Source: an optimization exercise on an open RTL-to-GDS flow (aim: small area, a short achievable clock period and few clock cycles). Production flows keep margins and buffers that such runs may drop. RTL that was checked went through simulation tests only; none was proved equivalent to the original. Power figures rest on the tool's default switching activity, not on a simulated workload.

Setup of v6:
==> flow/design.v (excerpt) <==
module Freq_Counter (clock, iReset_N, SW1, iValid, iPixel, oReady, oValid, iPixel_new);
Settings: LEC_CHECK=0, ABC_CLOCK_PERIOD_IN_PS=3500, CAP_MARGIN=20, CORE_MARGIN=2, CORE_UTILIZATION=70, SLEW_MARGIN=20; clock period 11.0 ns.
standard.sh (not shown) runs the stock make flow with config.mk's settings and CLKGATE_MAP_FILE= SYNTH_SCRIPT=/design/flow/synth_recipe.tcl, a recipe that flattens the netlist after the stock synthesis.
==> flow/flow/run.sh <==
#!/bin/bash
set -euo pipefail
bash standard.sh SETUP_SLACK_MARGIN=7.4 \
  "BUFFER_PORTS_ARGS=-buffer_cell sky130_fd_sc_hd__buf_4" \
  "CTS_ARGS=-sink_clustering_enable -repair_clock_nets -sink_clustering_size 30 -sink_clustering_max_diameter 60 -dont_use_dummy_load" \
  finish > standard_flow.log 2>&1
Setup changes, v6 to v7
-- flow/design.v --
<<< v6, line 18
reg [3:0]  tr;					 
reg [13:0] pixel_count;			 
reg [1:0]  drain_wait;
reg        lut_valid;
reg        v1, s1;
>>> v7, line 18
reg [3:0]  tr;					 
reg [13:0] pixel_count;			 
reg        drain_first;
reg        lut_valid;
reg        v1, s1;
<<< v6, line 28
reg [7:0]  a2;
reg [7:0]  tb1;					 
reg [15:0] xr, yr;				 
reg [7:0]  xq, yq;				 
reg        x2;					 
reg        pd_v;				 
reg [7:0]  pd_p;
reg [2:0]  pd_q;
wire [3:0] pos_n = p1[3:0] - ph - 4'd1;	 
wire       y_go  = v1 & ~pos_n[0];
wire       merge = pd_v & v1 & (pd_p == p1);
reg [2047:0] tq;				 
wire [7:0]  tq_rd = tq[{a2, 3'b000} +: 8];
>>> v7, line 28
reg [7:0]  a2;
reg [7:0]  tb1;					 
reg [15:0] rs;					 
reg [15:0] ps;					 
wire [3:0] pos_n = p1[3:0] - ph - 4'd1;
reg [2047:0] tq;				 
wire [7:0]  tq_rd = tq[{a2, 3'b000} +: 8];
<<< v6, line 50
	oValid <= iReset_N & v2;
	iPixel_new <= s2 ? tq_rd : p2;
	pd_v <= iReset_N & v1 & pos_n[0];
	pd_p <= p1;
	pd_q <= pos_n[3:1];
	xr   <= (iReset_N & pd_v) ? (16'd1 << pd_p[7:4]) : 16'd0;
	xq   <= 8'd1 << pd_q;
	x2   <= merge;
	yr   <= (iReset_N & y_go & ~merge) ? (16'd1 << p1[7:4]) : 16'd0;
	yq   <= 8'd1 << pos_n[3:1];
end
always @(posedge clock)
>>> v7, line 44
	oValid <= iReset_N & v2;
	iPixel_new <= s2 ? tq_rd : p2;
	rs <= (iReset_N & v1) ? (16'd1 << p1[7:4]) : 16'd0;
	ps <= 16'd1 << pos_n;
end
always @(posedge clock)
<<< v6, line 65
		state       <= S_CLEAR;
		rdy         <= 1'b0;
		ph          <= 4'd13;
		pixel_count <= 14'd0;
		lut_valid   <= 1'b0;
>>> v7, line 53
		state       <= S_CLEAR;
		rdy         <= 1'b0;
		ph          <= 4'd14;
		pixel_count <= 14'd0;
		lut_valid   <= 1'b0;
<<< v6, line 78
		case (state)
		S_CLEAR:
			if (ph == 4'd12)
			begin
				state <= S_COUNT;
>>> v7, line 66
		case (state)
		S_CLEAR:
			if (ph == 4'd13)
			begin
				state <= S_COUNT;
<<< v6, line 89
					state       <= S_DRAIN;
					rdy         <= 1'b0;
					drain_wait  <= 2'b11;
				end
			end
		S_DRAIN:
		begin
			drain_wait <= {drain_wait[0], 1'b0};
			tr <= 4'd0;
			if (ph == 4'd15 && drain_wait == 2'b00)
				state <= S_PASS;
		end
>>> v7, line 77
					state       <= S_DRAIN;
					rdy         <= 1'b0;
					drain_first <= 1'b1;
				end
			end
		S_DRAIN:
		begin
			drain_first <= 1'b0;
			tr <= 4'd0;
			if (ph == 4'd15 && !drain_first)
				state <= S_PASS;
		end
<<< v6, line 103
				state <= S_WAIT;
		S_WAIT:
			if (ph == 4'd12)
			begin
				state     <= S_COUNT;
>>> v7, line 91
				state <= S_WAIT;
		S_WAIT:
			if (ph == 4'd13)
			begin
				state     <= S_COUNT;
<<< v6, line 131
		wire [5:0] hi = q[12*j + 4 +: 6];
		wire [3:0] lo = q[12*j +: 4];
		wire [4:0] lo_n;
		if (j % 2 == 0)
		begin : inc
			wire ex = xr[r] & xq[j/2];
			wire ey = yr[r] & yq[j/2];
			wire e1 = (ex & ~x2) | ey;
			wire e2 = ex & x2;
			wire k1 = (lo[0] & e1) | e2;
			wire k2 = lo[1] & k1;
			wire k3 = lo[2] & k2;
			assign lo_n = {lo[3] & k3, lo[3] ^ k3, lo[2] ^ k2, lo[1] ^ k1, lo[0] ^ e1};
		end
		else
		begin : noinc
			assign lo_n = {1'b0, lo};
		end
		if (j == 0)
		begin : head
>>> v7, line 119
		wire [5:0] hi = q[12*j + 4 +: 6];
		wire [3:0] lo = q[12*j +: 4];
		wire       e  = rs[r] & ps[j];
		wire [4:0] lo_n = {1'b0, lo} + {4'd0, e};
		if (j == 0)
		begin : head
[summary]
- Cmp v7 vs v6: number of buffers added for setup after CTS lower in v7
- Non-clock buffer count shrinks by more than 10% when moving from v6 to v7.
- Both conditions hold for v7: the flow ran to the end and the final layout passed the timing, DRC and antenna checks.
- Final worst slack delta for v7 relative to v6: 0.016 ns lower
- Going from v6 to v7, the final critical-path required period was found to have gone up by 0.016 ns.
- v7 vs. v6: multiplexer area fraction after synthesis went up by 0.35 points.
- Diff v6 -> v7: die area +3.4%, area share of fa/ha/maj cells after synthesis -0.17 points.
- Global-route usage down 1.4 points in v7 wrt v6
- Compared with v6, v7 shows a post-route total power that is about 6% lower.
- Diff v6 and v7: final design area excluding fillers higher in v7
Testbench counts of v7, summed over its fixed seeds: cycles 664,216.
For v6, only the layout was checked, not whether the RTL still works.

* * *

## oak
The RTL this note starts from:
==> flow/design.v <==
module Freq_Counter (clock, iReset_N, SW1, iValid, iPixel, oReady, oValid, iPixel_new);
input	clock, iReset_N;
input	SW1;
input	iValid;
input	[7:0] iPixel;
output	oReady;
output reg oValid;
output reg [7:0] iPixel_new;
localparam S_CLEAR = 3'd0;		 
localparam S_COUNT = 3'd1;		 
localparam S_DRAIN = 3'd2;		 
localparam S_PASS  = 3'd3;		 
localparam S_WAIT  = 3'd4;		 
(* fsm_encoding = "none" *)
reg [2:0]  state;
reg        rdy;
reg [3:0]  ph;					 
reg [3:0]  tr;					 
reg [13:0] pixel_count;			 
reg [1:0]  drain_wait;
reg        lut_valid;
reg        v1, s1;
assign oReady = rdy;			 
wire last_left = v1 ? (pixel_count == 14'd16382) : (pixel_count == 14'd16383);
reg [7:0]  p1;
reg        v2, s2;
reg        v3;					 
reg [7:0]  q3;
reg [7:0]  p2;
reg [7:0]  a2;
reg [7:0]  tb1;					 
reg        ix_v, iy_v;			 
reg [3:0]  xr, yr;				 
reg [2:0]  xq, yq;				 
reg        x2;					 
wire [15:0] xr_1h = ix_v ? (16'd1 << xr) : 16'd0;
wire [15:0] yr_1h = iy_v ? (16'd1 << yr) : 16'd0;
wire [7:0]  xq_1h = 8'd1 << xq;
wire [7:0]  yq_1h = 8'd1 << yq;
reg        pd_v;				 
reg [7:0]  pd_p;
reg [2:0]  pd_q;
wire [3:0] pos_n = p1[3:0] - ph - 4'd1;	 
wire       y_go  = v1 & ~pos_n[0];
wire       merge = pd_v & v1 & (pd_p == p1);
reg [2047:0] tq;				 
wire [7:0]  tq_rd = tq[{a2, 3'b000} +: 8];
always @(posedge clock)
begin
	v1 <= iReset_N & iValid & (state == S_COUNT);
	s1 <= SW1;
	p1 <= iPixel;
	v2 <= iReset_N & v1;
	s2 <= s1 & lut_valid;
	p2 <= p1;
	a2 <= p1 + tb1;
	v3 <= iReset_N & v2;
	q3 <= s2 ? tq_rd : p2;
	oValid <= iReset_N & v3;
	iPixel_new <= q3;
	pd_v <= iReset_N & v1 & pos_n[0];
	pd_p <= p1;
	pd_q <= pos_n[3:1];
	ix_v <= iReset_N & pd_v;
	xr   <= pd_p[7:4];
	xq   <= pd_q;
	x2   <= merge;
	iy_v <= iReset_N & y_go & ~merge;
	yr   <= p1[7:4];
	yq   <= pos_n[3:1];
end
always @(posedge clock)
	rdy <= iReset_N && (((state == S_CLEAR || state == S_WAIT) && ph == 4'd12) ||
	                    (state == S_COUNT && !(iValid && last_left)));
always @(posedge clock)
begin
	if (!iReset_N)
	begin
		state       <= S_CLEAR;
		ph          <= 4'd13;
		pixel_count <= 14'd0;
		lut_valid   <= 1'b0;
	end
	else
	begin
		ph <= ph + 4'd1;
		if (v1)
			pixel_count <= pixel_count + 14'd1;
		if (ph == 4'd15)
			tr <= tr + 4'd1;
		case (state)
		S_CLEAR:
			if (ph == 4'd12)
			begin
				state <= S_COUNT;
			end
		S_COUNT:
			if (iValid && last_left)
			begin
				begin
					state       <= S_DRAIN;
					drain_wait  <= 2'b11;
				end
			end
		S_DRAIN:
		begin
			drain_wait <= {drain_wait[0], 1'b0};
			tr <= 4'd0;
			if (ph == 4'd15 && drain_wait == 2'b00)
				state <= S_PASS;
		end
		S_PASS:
			if (ph == 4'd15 && tr == 4'd15)
				state <= S_WAIT;
		S_WAIT:
			if (ph == 4'd12)
			begin
				state     <= S_COUNT;
				lut_valid <= 1'b1;
			end
		default:
			state <= S_CLEAR;
		endcase
	end
end
wire [16*12-1:0] head_q;		 
wire [15:0]      head_ovf;		 
wire             sweep_en = (state == S_COUNT) || (state == S_DRAIN) || (state == S_WAIT);
genvar r, j;
generate
for (r = 0; r < 16; r = r + 1)
begin : ring
	reg  [12*16-1:0] q;
	wire [12*16-1:0] d;
	wire clr = (state == S_CLEAR) || (state == S_PASS && tr == r);
	wire swp = sweep_en && (tr == r);
	for (j = 0; j < 16; j = j + 1)
	begin : pos
		wire       o  = q[12*j + 11];
		wire       c  = q[12*j + 10];
		wire [5:0] hi = q[12*j + 4 +: 6];
		wire [3:0] lo = q[12*j +: 4];
		wire [4:0] lo_n;
		if (j % 2 == 0)
		begin : inc
			wire ex = xr_1h[r] & xq_1h[j/2];
			wire ey = yr_1h[r] & yq_1h[j/2];
			wire e1 = (ex & ~x2) | ey;
			wire e2 = ex & x2;
			wire k1 = (lo[0] & e1) | e2;
			wire k2 = lo[1] & k1;
			wire k3 = lo[2] & k2;
			assign lo_n = {lo[3] & k3, lo[3] ^ k3, lo[2] ^ k2, lo[1] ^ k1, lo[0] ^ e1};
		end
		else
		begin : noinc
			assign lo_n = {1'b0, lo};
		end
		if (j == 0)
		begin : head
			wire [6:0] hi_n = {1'b0, hi} + {6'd0, c};
			wire       o_n  = o | hi_n[6];
			assign d[12*15 +: 12] = clr ? 12'd0 : {o_n & ~swp, lo_n[4], hi_n[5:0], lo_n[3:0]};
			assign head_q[12*r +: 12] = q[11:0];
			assign head_ovf[r] = o_n;
		end
		else
		begin : body
			assign d[12*(j-1) +: 12] = {o, c | lo_n[4], hi, lo_n[3:0]};
		end
	end
	always @(posedge clock)
		q <= d;
end
endgenerate
reg  [15:0] xv;					 
reg  [7:0]  xtag [0:15];
reg  [3:0]  xext [0:15];
wire [7:0]  xkey = {tr, ph};	 
wire [15:0] xhit;
wire [15:0] xfree_lo;			 
reg  [3:0]  xrd;
reg         sw_inc;				 
reg  [3:0]  sw_slot;				 
reg         sw_new;				 
reg  [7:0]  sw_key;
wire [15:0] sw_1h = 16'd1 << sw_slot;
wire [15:0] xfree = ~xv & ~(sw_1h & {16{sw_inc & sw_new}});
reg  [3:0]  xhit_bin, xfree_bin;
integer k;
generate
for (r = 0; r < 16; r = r + 1)
begin : xs
	assign xhit[r] = xv[r] && (xtag[r] == xkey);
	if (r == 0)
		assign xfree_lo[r] = xfree[r];
	else
		assign xfree_lo[r] = xfree[r] && !(|xfree[r-1:0]);
end
endgenerate
always @(*)
begin
	xhit_bin  = 4'd0;
	xfree_bin = 4'd0;
	for (k = 0; k < 16; k = k + 1)
	begin
		xhit_bin  = xhit_bin  | (xhit[k]     ? k[3:0] : 4'd0);
		xfree_bin = xfree_bin | (xfree_lo[k] ? k[3:0] : 4'd0);
	end
end
always @(*)
begin
	xrd = 4'd0;
	for (k = 0; k < 16; k = k + 1)
		xrd = xrd | (xhit[k] ? xext[k] : 4'd0);
end
always @(posedge clock)
begin
	sw_inc <= iReset_N && sweep_en && head_ovf[tr];
	sw_slot <= (|xhit) ? xhit_bin : xfree_bin;
	sw_new  <= ~(|xhit);
	sw_key  <= xkey;
	for (k = 0; k < 16; k = k + 1)
	begin
		if (state == S_CLEAR || (state == S_PASS && tr == 4'd15 && ph == 4'd15))
			xv[k] <= 1'b0;
		else if (sw_inc && sw_1h[k] && !sw_new)
			xext[k] <= xext[k] + 4'd1;
		else if (sw_inc && sw_1h[k] && sw_new)
		begin
			xv[k]   <= 1'b1;
			xtag[k] <= sw_key;
			xext[k] <= 4'd1;
		end
	end
end
reg        rval, rfirst;			 
reg [11:0] hraw;
reg [3:0]  hext;
reg        hval, hfirst;			 
reg [13:0] hcnt;
reg        found;
reg [13:0] Dn;					 
reg [13:0] N;
reg        nval, nfirst;
reg [21:0] X;
reg        xval, xfirst;
wire [6:0] hraw_hi = {1'b0, hraw[9:4]} + {6'd0, hraw[10]};
always @(posedge clock)
begin
	rval   <= iReset_N && state == S_PASS;
	rfirst <= (tr == 4'd0) && (ph == 4'd0);
	hraw   <= head_q[12*tr +: 12];
	hext   <= xrd;
	hval   <= iReset_N & rval;
	hfirst <= rfirst;
	hcnt   <= {hext + {3'd0, hraw[11]} + {3'd0, hraw_hi[6]}, hraw_hi[5:0], hraw[3:0]};
	nval   <= iReset_N & hval;
	nfirst <= hfirst;
	if (hval)
	begin
		if (hfirst || !found)
		begin
			found <= (hcnt != 14'd0);
			Dn    <= (hcnt == 14'd0) ? 14'd0 : hcnt - 14'd1;
			N     <= 14'd0;
		end
		else
			N <= N + hcnt;
	end
	xval   <= iReset_N & nval;
	xfirst <= nfirst;
	X      <= {N, 8'd0} - {8'd0, N};
end
function [14:0] csub(input [14:0] a, input [13:0] dn);
	reg [15:0] g, p;
	integer i, l, k;
	begin
		g[0] = 1'b1;				 
		p[0] = 1'b0;
		for (i = 0; i < 15; i = i + 1)
		begin
			g[i+1] = a[i] & ((i < 14) ? dn[i] : 1'b1);
			p[i+1] = a[i] ^ ((i < 14) ? dn[i] : 1'b1);
		end
		csub[13:0] = p[14:1];
		for (l = 0; l < 4; l = l + 1)
			for (i = 0; i < 16; i = i + 1)
				if ((i >> l) & 1)
				begin
					k = ((i >> l) << l) - 1;
					g[i] = g[i] | (p[i] & g[k]);
					p[i] = p[i] & p[k];
				end
		csub[13:0] = csub[13:0] ^ g[13:0];
		csub[14]   = g[15];
	end
endfunction
generate
for (j = 7; j >= 0; j = j - 1)
begin : dv
	wire [j+14:0] xin;			 
	wire          vin, fin;
	wire [14:0]   top = xin[j+14:j];
	wire [14:0]   cs  = csub(top, Dn);
	wire          ge  = cs[14];
	wire [13:0]   sub = cs[13:0];
	wire [j+13:0] xout;			 
	if (j > 0)
	begin : lowbits
		assign xout = {ge ? sub : top[13:0], xin[j-1:0]};
	end
	else
	begin : nolow
		assign xout = ge ? sub : top[13:0];
	end
	if (j == 7)
	begin : first
		assign xin = X;
		assign vin = xval;
		assign fin = xfirst;
	end
	else
	begin : next
		assign xin = dv[j+1].xo;
		assign vin = dv[j+1].vo;
		assign fin = dv[j+1].fo;
	end
	wire [j+13:0] xo;
	wire          qo, vo, fo;
	if (j > 0)
	begin : r
		reg [j+13:0] xr;
		reg          qr, vr, fr;
		always @(posedge clock)
		begin
			xr <= xout; qr <= ge; vr <= iReset_N & vin; fr <= fin;
		end
		assign xo = xr; assign qo = qr; assign vo = vr; assign fo = fr;
	end
	else
	begin : w
		assign xo = xout; assign qo = ge; assign vo = vin; assign fo = fin;
	end
end
endgenerate
wire       t_we    = dv[0].vo;
wire       t_first = dv[0].fo;
reg [2047:0] tq_n;
always @(*)
begin
	tq_n = {tq[7:0], tq[2047:8]};
	if (dv[0].vo) tq_n[8*255 + 0] = dv[0].qo;
	if (dv[1].vo) tq_n[8*255 + 1] = dv[1].qo;
	if (dv[2].vo) tq_n[8*0 + 2]   = dv[2].qo;
	if (dv[3].vo) tq_n[8*1 + 3]   = dv[3].qo;
	if (dv[4].vo) tq_n[8*2 + 4]   = dv[4].qo;
	if (dv[5].vo) tq_n[8*3 + 5]   = dv[5].qo;
	if (dv[6].vo) tq_n[8*4 + 6]   = dv[6].qo;
	if (dv[7].vo) tq_n[8*5 + 7]   = dv[7].qo;
end
always @(posedge clock)
begin
	tq  <= tq_n;
	tb1 <= (t_we && t_first) ? 8'd254 : tb1 - 8'd1;
end
endmodule
Settings: LEC_CHECK=0, ABC_CLOCK_PERIOD_IN_PS=3500, CAP_MARGIN=20, CORE_MARGIN=2, CORE_UTILIZATION=70, SLEW_MARGIN=20; clock period 11.0 ns.
==> flow/flow/run.sh <==
#!/bin/bash
set -euo pipefail
bash standard.sh SETUP_SLACK_MARGIN=7.6 \
  "BUFFER_PORTS_ARGS=-buffer_cell sky130_fd_sc_hd__buf_4" \
  "CTS_ARGS=-sink_clustering_enable -repair_clock_nets -sink_clustering_size 30 -sink_clustering_max_diameter 60 -dont_use_dummy_load" \
  finish > standard_flow.log 2>&1
oak finished every stage and its layout cleared the timing, DRC and antenna checks.
Testbench counts of oak, summed over its fixed seeds: cycles 664,224.
Edits applied to the flow inputs when going from oak to birch:
--- a/flow/design.v
+++ b/flow/design.v
@@ -294,20 +294,23 @@
 				end
 		csub[13:0] = csub[13:0] ^ g[13:0];
 		csub[14]   = g[15];
 	end
 endfunction
+localparam [7:0] REG = 8'b1111_1110;
 generate
 for (j = 7; j >= 0; j = j - 1)
 begin : dv
 	wire [j+14:0] xin;			 
+	wire [7-j:0]  qin;			 
 	wire          vin, fin;
 	wire [14:0]   top = xin[j+14:j];
 	wire [14:0]   cs  = csub(top, Dn);
 	wire          ge  = cs[14];
 	wire [13:0]   sub = cs[13:0];
 	wire [j+13:0] xout;			 
+	wire [8-j:0]  qout = {qin, ge};
 	if (j > 0)
 	begin : lowbits
 		assign xout = {ge ? sub : top[13:0], xin[j-1:0]};
 	end
 	else
@@ -315,53 +318,45 @@
 		assign xout = ge ? sub : top[13:0];
 	end
 	if (j == 7)
 	begin : first
 		assign xin = X;
+		assign qin = 1'b0;
 		assign vin = xval;
 		assign fin = xfirst;
 	end
 	else
 	begin : next
 		assign xin = dv[j+1].xo;
+		assign qin = dv[j+1].qo;
 		assign vin = dv[j+1].vo;
 		assign fin = dv[j+1].fo;
 	end
 	wire [j+13:0] xo;
-	wire          qo, vo, fo;
-	if (j > 0)
+	wire [8-j:0]  qo;
+	wire          vo, fo;
+	if (REG[j])
 	begin : r
 		reg [j+13:0] xr;
-		reg          qr, vr, fr;
+		reg [8-j:0]  qr;
+		reg          vr, fr;
 		always @(posedge clock)
 		begin
-			xr <= xout; qr <= ge; vr <= iReset_N & vin; fr <= fin;
+			xr <= xout; qr <= qout; vr <= iReset_N & vin; fr <= fin;
 		end
 		assign xo = xr; assign qo = qr; assign vo = vr; assign fo = fr;
 	end
 	else
 	begin : w
-		assign xo = xout; assign qo = ge; assign vo = vin; assign fo = fin;
+		assign xo = xout; assign qo = qout; assign vo = vin; assign fo = fin;
 	end
 end
 endgenerate
-wire       t_we    = dv[0].vo;
+wire [7:0] t_new = dv[0].qo[7:0];
+wire       t_we  = dv[0].vo;
 wire       t_first = dv[0].fo;
-reg [2047:0] tq_n;
-always @(*)
-begin
-	tq_n = {tq[7:0], tq[2047:8]};
-	if (dv[0].vo) tq_n[8*255 + 0] = dv[0].qo;
-	if (dv[1].vo) tq_n[8*255 + 1] = dv[1].qo;
-	if (dv[2].vo) tq_n[8*0 + 2]   = dv[2].qo;
-	if (dv[3].vo) tq_n[8*1 + 3]   = dv[3].qo;
-	if (dv[4].vo) tq_n[8*2 + 4]   = dv[4].qo;
-	if (dv[5].vo) tq_n[8*3 + 5]   = dv[5].qo;
-	if (dv[6].vo) tq_n[8*4 + 6]   = dv[6].qo;
-	if (dv[7].vo) tq_n[8*5 + 7]   = dv[7].qo;
-end
 always @(posedge clock)
 begin
-	tq  <= tq_n;
+	tq  <= {t_we ? t_new : tq[7:0], tq[2047:8]};
 	tb1 <= (t_we && t_first) ? 8'd254 : tb1 - 8'd1;
 end
 endmodule
birch finished every stage and its layout cleared the timing, DRC and antenna checks.
When birch is set beside oak, its peak per-stage delay on the critical path turns out to be 0.05 ns smaller.
[compare] base=oak new=birch: register area share after synthesis went up; worst-skew pair later-pin latency went down.
Comparing oak and birch, share of power burned in the clock network is lower on birch.
As of birch, count of plain and timing-repair buffers in the layout had risen by more than 10% compared to oak.
| estimated wirelength of the detail-placed design | birch vs oak | 2000 um lower |
Between oak and birch, the total number of vias figures differ only marginally.
Testbench counts of birch, summed over its fixed seeds: cycles 664,224.

==> afterwards: timing with drivers on the ports <==
Ports are ideal in the flow. The routed layouts listed here were re-timed in OpenROAD.
Step 1 (the two cells are an assumption about what drives the block):
set clk [get_ports {clock}]
set_driving_cell -lib_cell sky130_fd_sc_hd__clkbuf_16 $clk
set_driving_cell -lib_cell sky130_fd_sc_hd__buf_2 [delete_from_list [all_inputs] $clk]
Step 2 moves the port delays by t, midway between the first and last clock arrival at a register: inputs arrive t later, outputs are due t later. That takes back most of the time a late clock gives input paths.
Slacks: ideal / step 1 / step 2; pairs: ideal / step 1.
run	t, ns	setup slack, ns	clock arrival spread, ns	worst slew at a driven data input, ns	cell pins on the clock port's net
v6	0.949	7.387 / 7.298 / 7.334	0.122 / 0.122	0.09	1
v7	0.955	7.371 / 7.283 / 7.151	0.082 / 0.082	0.13	1
oak	0.959	7.402 / 7.310 / 7.182	0.126 / 0.126	0.14	1
birch	0.943	7.452 / 7.360 / 7.324	0.093 / 0.093	0.11	1
After both steps every run listed still meets setup and hold.
